This design comes from an exercise in tuning for small area, a short achievable clock period and few clock cycles on the open sky130 flow, not from production work.
In this exercise RTL edits were held to simulation tests only and were not proved equivalent to the original.
Power figures rest on the tool's default switching activity, not on a simulated workload.

File: flow/config.mk
export PLATFORM = sky130hd
export DESIGN_NAME = y86_pipe
export DESIGN_NICKNAME = y86_pipe
export VERILOG_FILES = /design/flow/design.v
export SDC_FILE = /design/flow/constraint.sdc
export NUM_CORES = 8
export LEC_CHECK = 0
export CAP_MARGIN = 20
export CORE_MARGIN = 2
export CORE_UTILIZATION = 25
export SLEW_MARGIN = 20
File: flow/constraint.sdc
create_clock -name core_clock -period 28.0 [get_ports {clk}]
set_input_delay 5.6000 -clock core_clock [delete_from_list [all_inputs] [get_ports {clk}]]
set_output_delay 5.6000 -clock core_clock [all_outputs]
set_load 0.01 [all_outputs]
File: flow/design.v
module y86_pipe(clk, rst, imem_addr, imem_data, dmem_addr, dmem_wdata, dmem_we, dmem_rdata, stat);
input clk;
input rst;
output [9:0] imem_addr;
input [79:0] imem_data;
output [10:0] dmem_addr;
output [63:0] dmem_wdata;
output dmem_we;
input [63:0] dmem_rdata;
output [2:0] stat;
localparam [2:0] S_AOK = 3'd1, S_ADR = 3'd2, S_INS = 3'd3, S_HLT = 3'd4;
localparam [3:0] RNONE = 4'hF, RSP = 4'h4;
reg [9:0]  pc;           
reg        pc_bad;       
reg        fetch_on;     
reg        x_v;          
reg        x_ok;         
reg [2:0]  x_stat;
reg [3:0]  x_icode, x_ifun, x_rA, x_rB;
reg [63:0] x_valC;
reg [10:0] x_valP;
reg        m_we;         
reg        m_load;       
reg        m_ret;        
reg [10:0] m_addr;
reg [63:0] m_wdata;
reg [63:0] m_valE;
reg [3:0]  m_dstE, m_dstM;
reg [63:0] rf [0:14];
reg [14:0] rv;           
reg        zf, sf, of;
reg [2:0]  stat_r;
wire live = (stat_r == S_AOK);
function [63:0] init_val(input [3:0] r);
    case (r)
        4'd0: init_val = 64'h1;
        4'd1: init_val = 64'h8;
        4'd2: init_val = 64'h6;
        4'd3: init_val = 64'h5;
        4'd4: init_val = 64'h100;
        4'd5: init_val = 64'h6;
        4'd6: init_val = 64'h7;
        4'd7: init_val = 64'h5;
        4'd8: init_val = 64'h9;
        4'd9: init_val = 64'ha;
        4'd10: init_val = 64'hb;
        4'd11: init_val = 64'h1;
        4'd12: init_val = 64'h2;
        4'd13: init_val = 64'h3;
        4'd14: init_val = 64'h4;
        default: init_val = 64'h0;
    endcase
endfunction
wire [63:0] rf_rd [0:15];
genvar gi;
generate
for (gi = 0; gi < 15; gi = gi + 1) begin : rdv
    assign rf_rd[gi] = rv[gi] ? rf[gi] : init_val(gi);
end
endgenerate
assign rf_rd[15] = 64'd0;
wire xi_rr   = (x_icode == 4'h2);
wire xi_ir   = (x_icode == 4'h3);
wire xi_rm   = (x_icode == 4'h4);
wire xi_mr   = (x_icode == 4'h5);
wire xi_op   = (x_icode == 4'h6);
wire xi_call = (x_icode == 4'h8);
wire xi_ret  = (x_icode == 4'h9);
wire xi_push = (x_icode == 4'hA);
wire xi_pop  = (x_icode == 4'hB);
wire x_useA = x_ok & (xi_rr | xi_rm | xi_op | xi_push);
wire x_useB = x_ok & (xi_rm | xi_mr | xi_op);
wire x_useS = x_ok & (xi_call | xi_ret | xi_push | xi_pop);
wire [3:0] srcA = x_rA;
wire [3:0] srcB = x_useS ? RSP : x_rB;
wire ldstall = x_v & (m_dstM != RNONE) &
               ((x_useA & (srcA == m_dstM)) | ((x_useB | x_useS) & (srcB == m_dstM)));
wire x_act = x_v & live & ~ldstall;
wire [63:0] valA = (srcA != RNONE && srcA == m_dstE) ? m_valE : rf_rd[srcA];
wire [63:0] valB = (srcB != RNONE && srcB == m_dstE) ? m_valE : rf_rd[srcB];
function cond(input [3:0] fn, input z, input s, input o);
    case (fn)
        4'h0: cond = 1'b1;
        4'h1: cond = (s ^ o) | z;
        4'h2: cond = s ^ o;
        4'h3: cond = z;
        4'h4: cond = ~z;
        4'h5: cond = ~(s ^ o);
        4'h6: cond = ~(s ^ o) & ~z;
        default: cond = 1'b0;
    endcase
endfunction
reg [63:0] aluA, aluB;
always @(*) begin
    case (x_icode)
        4'h2, 4'h6:        aluA = valA;
        4'h3, 4'h4, 4'h5:  aluA = x_valC;
        4'h8, 4'hA:        aluA = -64'd8;
        4'h9, 4'hB:        aluA = 64'd8;
        default:           aluA = 64'd0;
    endcase
    case (x_icode)
        4'h4, 4'h5, 4'h6, 4'h8, 4'h9, 4'hA, 4'hB: aluB = valB;
        default:                                  aluB = 64'd0;
    endcase
end
wire [1:0] alu_fn = xi_op ? x_ifun[1:0] : 2'b00;
wire       alu_sub = (alu_fn == 2'b01);
wire [63:0] alu_sum = aluB + (alu_sub ? ~aluA : aluA) + {63'd0, alu_sub};
reg  [63:0] valE;
always @(*) begin
    case (alu_fn)
        2'b00, 2'b01: valE = alu_sum;
        2'b10:        valE = aluB & aluA;
        default:      valE = aluB ^ aluA;
    endcase
end
wire n_zf = (valE == 64'd0);
wire n_sf = valE[63];
wire n_of = (alu_fn == 2'b00) ? ((aluA[63] == aluB[63]) & (valE[63] != aluB[63])) :
            (alu_fn == 2'b01) ? ((aluA[63] != aluB[63]) & (valE[63] != aluB[63])) : 1'b0;
wire x_setcc = x_act & xi_op;
wire c_zf = x_setcc ? n_zf : zf;
wire c_sf = x_setcc ? n_sf : sf;
wire c_of = x_setcc ? n_of : of;
wire x_cnd = cond(x_ifun, zf, sf, of);
wire x_memrd = xi_mr | xi_pop | xi_ret;
wire x_memwr = xi_rm | xi_push | xi_call;
wire x_mem   = x_ok & (x_memrd | x_memwr);
wire [63:0] x_addr = (xi_pop | xi_ret) ? valB : valE;
wire x_addr_bad = (x_addr > 64'd2000);
wire x_fault = x_act & x_mem & x_addr_bad;
wire x_go = x_act & x_ok & ~x_fault;       
wire [3:0] x_dstE = (xi_op | xi_ir | (xi_rr & x_cnd)) ? x_rB :
                    (xi_call | xi_ret | xi_push | xi_pop) ? RSP : RNONE;
wire [3:0] x_dstM = (xi_mr | xi_pop) ? x_rA : RNONE;
wire [3:0] f_icode = imem_data[7:4];
wire [3:0] f_ifun  = imem_data[3:0];
wire f_regids = (f_icode == 4'h2) | (f_icode == 4'h3) | (f_icode == 4'h4) | (f_icode == 4'h5) |
                (f_icode == 4'h6) | (f_icode == 4'hA) | (f_icode == 4'hB);
wire f_hasC   = (f_icode == 4'h3) | (f_icode == 4'h4) | (f_icode == 4'h5) |
                (f_icode == 4'h7) | (f_icode == 4'h8);
wire [63:0] f_valC = f_regids ? imem_data[79:16] : imem_data[71:8];
wire [10:0] pc1  = {1'b0, pc} + 11'd1;
wire [10:0] pc2  = {1'b0, pc} + 11'd2;
wire [10:0] pc9  = {1'b0, pc} + 11'd9;
wire [10:0] pc10 = {1'b0, pc} + 11'd10;
wire [10:0] f_valP = f_hasC ? (f_regids ? pc10 : pc9) : (f_regids ? pc2 : pc1);
wire [2:0] f_stat = pc_bad ? S_ADR :
                    (f_icode > 4'hB) ? S_INS :
                    (f_icode == 4'h0) ? S_HLT : S_AOK;
wire f_ok = (f_stat == S_AOK);
wire f_jmp  = (f_icode == 4'h7);
wire f_call = (f_icode == 4'h8);
wire f_ret  = (f_icode == 4'h9);
wire f_taken = cond(f_ifun, c_zf, c_sf, c_of);
wire f_go = fetch_on & live & ~ldstall;
wire f_to_C = f_call | (f_jmp & f_taken);
wire [9:0] f_npc = f_to_C ? f_valC[9:0] : f_valP[9:0];
wire f_nbad = f_to_C ? (|f_valC[63:10]) : f_valP[10];
wire f_early = f_go & ~f_ok & ~(x_act & x_mem);
assign dmem_addr  = m_addr;
assign dmem_wdata = m_wdata;
assign dmem_we    = m_we;
assign imem_addr  = pc;
assign stat       = stat_r;
wire m_ret_go = m_ret;
wire [63:0] wbus = m_load ? dmem_rdata : m_valE;
wire [63:0] wsp  = (m_dstM == RSP) ? dmem_rdata : m_valE;
always @(posedge clk) begin
    if (rst) begin
        pc <= 10'd0;
        pc_bad <= 1'b0;
        fetch_on <= 1'b1;
    end else if (m_ret_go) begin
        pc <= dmem_rdata[9:0];
        pc_bad <= |dmem_rdata[63:10];
        fetch_on <= 1'b1;
    end else if (f_go) begin
        pc <= f_npc;
        pc_bad <= f_nbad;
        if (f_ret | ~f_ok) fetch_on <= 1'b0;
    end
end
always @(posedge clk) begin
    if (rst) x_v <= 1'b0;
    else if (~ldstall) x_v <= f_go;
    if (~ldstall) begin
        x_ok <= f_ok;
        x_stat <= f_stat;
        x_icode <= f_icode;
        x_ifun <= f_ifun;
        x_rA <= f_regids ? imem_data[15:12] : RNONE;
        x_rB <= f_regids ? imem_data[11:8] : RNONE;
        x_valC <= f_valC;
        x_valP <= f_valP;
    end
end
always @(posedge clk) begin
    if (rst) begin
        m_we <= 1'b0;
        m_load <= 1'b0;
        m_ret <= 1'b0;
        m_dstE <= RNONE;
        m_dstM <= RNONE;
    end else begin
        m_we <= x_go & x_memwr;
        m_load <= x_go & (xi_mr | xi_pop);
        m_ret <= x_go & xi_ret;
        m_dstE <= x_go ? x_dstE : RNONE;
        m_dstM <= x_go ? x_dstM : RNONE;
    end
    m_addr <= x_addr[10:0];
    m_wdata <= xi_call ? {53'd0, x_valP} : valA;
    m_valE <= valE;
end
always @(posedge clk) begin
    if (rst) begin
        zf <= 1'b1; sf <= 1'b0; of <= 1'b0;
    end else if (x_setcc) begin
        zf <= n_zf; sf <= n_sf; of <= n_of;
    end
end
always @(posedge clk) begin
    if (rst) stat_r <= S_AOK;
    else if (live) begin
        if (x_act & ~x_ok) stat_r <= x_stat;
        else if (x_fault) stat_r <= S_ADR;
        else if (f_early) stat_r <= f_stat;
    end
end
genvar gr;
generate
for (gr = 0; gr < 15; gr = gr + 1) begin : rfw
    wire wen = (m_dstE == gr) | (m_dstM == gr);
    always @(posedge clk) begin
        if (rst) rv[gr] <= 1'b0;
        else if (wen) rv[gr] <= 1'b1;
        if (wen) rf[gr] <= (gr == 4) ? wsp : wbus;
    end
end
endgenerate
endmodule
File: flow/run.sh
#!/bin/bash
# synth_recipe.tcl (not shown) runs the flow's synth.tcl, then flattens the netlist and writes it again
# the make line also repeats each setting of config.mk as NAME=value (left out here)
make -C /OpenROAD-flow-scripts/flow DESIGN_CONFIG=/design/flow/config.mk WORK_HOME=/design/flow/orfs CLKGATE_MAP_FILE= SYNTH_SCRIPT=/design/flow/synth_recipe.tcl finish
==> run summary <==
## cells by family (layout without fill, tap and decap cells)
group,after synthesis,in the layout,share of synthesized area (%)
xor gates and xnor gates,117,117,1.54
and+or+nand+nor,3090,3090,22.9
muxes,189,189,3.03
buffers and inverters,676,747,3.90
other,0,32,0
AOI/OAI and AO/OA,1547,1547,14.5
DFF,1239,1239,51.8
adders and majority gates,129,129,2.36
## layout make-up
type	count	area [sq um]
clock inverter	63	713
sequential	1239	35400
antenna	32	80.1
multi-input combinational	5072	30900
timing repair buffer	443	4100
clock buffer	188	3820
tap	3570	4470
inverter	53	199
fill	27800	192000
## sequential cells by signal (all words and copies together), names as in the netlist, 3 cells and up
| name | flops |
|---|---|
| rf | 960 |
| m_valE | 64 |
| m_wdata | 64 |
| x_valC | 64 |
| rv | 15 |
| m_addr | 11 |
| x_valP | 11 |
| pc | 10 |
| m_dstE | 4 |
| m_dstM | 4 |
| x_icode | 4 |
| x_ifun | 4 |
| x_rA | 4 |
| x_rB | 4 |
| stat_r | 3 |
| x_stat | 3 |
## cells in the final DEF, fill, tap and decap left out, types with 114 or more instances in the layout
cell type and instances:
nand3_1 1177, edfxtp_1 1055, nand2_1 608, a21oi_1 397, nor2_1 332, nand4_1 284, o21ai_0 283, clkdlybuf4s50_1 234
a31oi_1 214, buf_4 193, dfxtp_1 168, nor3_1 152, clkbuf_16 144, mux2_2 141, ha_1 125, nor4_1 114
## where the power goes
group	leakage, nW	switching (W)	internal (W)
Clock	2.19	0.000821	0.00106
Sequential	11.3	0.0000633	0.00210
Combinational	13.4	0.000457	0.000172
Total	26.9	0.00134	0.00333
## worst register-to-register path, delay by kind of cell, from the launching register on
kind / cells / cell delay [ns]
AO/OA/AOI/OAI: 16 / 4.55
XOR/XNOR: 1 / 0.12
adder cells (fa/ha/maj): 1 / 0.45
buffers and inverters: 4 / 1.99
flip-flops: 1 / 0.32
AND/OR/NAND/NOR: 11 / 4.01
## routing by layer
layer	GRT usage, %	up-vias
met3	10.1	1920
met4	19.6	10
met5	0	-
met2	35.0	7159
met1	31.5	32800
li1	-	26800
## stage by stage
step	total power [W]	utilization, %	instances	setup WS [ns]
floorplan	0.00247	-	6987	18.63
global placement	0.00278	27.6	10400	17.27
detailed placement	0.00279	27.7	10400	17.21
CTS	0.00462	29.3	10600	17.13
global route	0.00474	29.3	10600	16.22
finish	0.00467	29.4	10700	16.40
## worst paths after layout
check	from	to	slack, ns	cells past startpoint
worst min-delay path	x_stat[0]	stat_r[0]	0.47	2
worst min register to register	x_stat[0]	stat_r[0]	0.47	2
worst max register to register	x_rA[0]	pc_bad	16.40	33
worst max-delay path	x_rA[0]	pc_bad	16.40	33
==> flow_metrics.env <==
export IMPL_ir_drop_v=0.0000488
export IMPL_syn_num_nets=7259
export IMPL_place_area_sq_um=75000
export IMPL_num_vias=68700
export IMPL_antenna_found_initial=31
export IMPL_synthArstFlopShare_pct=0
export IMPL_wl_met1_mm=130
export IMPL_rsz0062_at_grt="no"
export IMPL_rows=191
export IMPL_fp_dieH_microns=527
export IMPL_area_delta_synth_final_pct=16.7
export IMPL_crit_path_frequent_cell="buf_4"
export IMPL_nNetsFinal=7219
export IMPL_hpwl_mm=240
export IMPL_netlist_area_sq_um=68300
export IMPL_first_pass_iters=12
export IMPL_design_area_sq_um=79700
export IMPL_worstMarginPinSlew_ns=1.27
export IMPL_tritoncts="yes"
export IMPL_yosysWarnings=2
export IMPL_powerDensity_nw_per_um2=58.6
export IMPL_wl_met2_mm=146
export IMPL_syn_avg_cell_area_sq_um=9.77
export IMPL_port_buffers=234
export IMPL_grt_pass1_wl_mm=502
export IMPL_core_area_sq_um=271000
export IMPL_ys_ff_latch=1239
export IMPL_synth_area_leader_cell="edfxtp_1"
export IMPL_seq_area_frac_synth_pct=51.8
export IMPL_vias_per_cell=6.45
export IMPL_critPathMaxFanout=38
export IMPL_drv_slew=0
export IMPL_cp_arrival_ns=12.30
export IMPL_die_w_microns=527
export IMPL_synthTopCellsByArea="edfxtp_1 46%, nand3_1 8.6%, dfxtp_1 5.4%, nand2_1 3.3%, a21oi_1 3.0%"
export IMPL_cp_top_family="compound AO/OA/AOI/OAI gates"
export IMPL_grt_pass1_vias=63000
export IMPL_htreeDepth=4
export IMPL_route_detailed_drc=0
export IMPL_pin_count=235
export IMPL_skew_ns=0.0666
export IMPL_initial_core_util_pct=25.2
export IMPL_cts_setup_buffers=0
export IMPL_finalWirelength_mm=372
export IMPL_clkTransAtPathRegs_ns=0.06
export IMPL_drt_initial_drc_count=15500
export IMPL_synth_most_common_cell="nand3_1"
export IMPL_maxCapViolations=0
export IMPL_hold_viol=0
export IMPL_slowest_stage="a211oi_1"
export IMPL_synth_enable_flop_cells=1055
export IMPL_holdBufCountCts=0
export IMPL_fin_hold_ws_ns=0.470
export IMPL_fmax_mhz=86.2
export IMPL_wl_per_cell_microns=34.9
export IMPL_highest_layer="met5"
export IMPL_cp_end_kind="flip-flop"
export IMPL_met3WireLength_mm=59.4
export IMPL_grt_usage_pct=25.5
export IMPL_cp_required_ns=28.69
export IMPL_final_period_utilization_pct=41.4
export IMPL_gp_congestion=1.02
export IMPL_netlist_area_leader_share_pct=46.4
export IMPL_synth_top_cells_by_count="1178 x nand3_1, 1055 x edfxtp_1, 609 x nand2_1"
export IMPL_grt_overflow_total=0
export IMPL_status="no timing/DRC/antenna violations"
export IMPL_cts_sinks=1239
export IMPL_path_buf_inv=4
export IMPL_grt_max_degree=95
export IMPL_postCtsResizedCells=0
export IMPL_clock_path_buffers=3
export IMPL_finalSetupViolations=0
export IMPL_slew_headroom_pct=15.1
export IMPL_critPathLaunchType="flip-flop"
export IMPL_leakage_nw=26.9
export IMPL_fin_setup_tns_ns=0
export IMPL_cts_root_buffer="clkbuf_16"
export IMPL_critPathKind="reg -> reg"
export IMPL_die_area_sq_um=277000
export IMPL_clk_latency_ns=0.86
export IMPL_min_path_type="reg -> reg"
export IMPL_drtAntennaViolNets=0
export IMPL_min_period_ns=11.60
export IMPL_cts_buffers=138
export IMPL_cp_slowest_stage_delay_ns=0.70
export IMPL_ys_flop_type="edfxtp_1"
export IMPL_synthCells=6987
export IMPL_synth_distinct_cells=102
export IMPL_drive_gt1_share_pct=9.79
Testbench counts, summed over its fixed seeds: cycles 15,233.

-- port drivers added, routing unchanged --
The flow's constraints put no driver on any port. The routed layout listed below was extracted and timed again, unchanged, in two steps. Step 1, drivers: a clkbuf_16 drives clk and a buf_2 each remaining input, both assumed. Step 2 also shifts input and output timing later by t, the mid clock arrival at the registers, as if the neighbouring blocks saw the same clock. Three values: ideal ports, drivers, drivers and shift; two values: the first two.
t (ns): 0.921
setup WS [ns]: 16.396 / 16.396 / 16.396
worst hold slack (ns): 0.470 / 0.470 / 0.470
latest minus earliest clock arrival (ns): 0.067 / 0.066
cell pins on the clock port's net: 1
After both steps this run still meets setup and hold. The setup slack of this run moves by 0.000 ns with the drivers and by 0.000 ns with both steps.
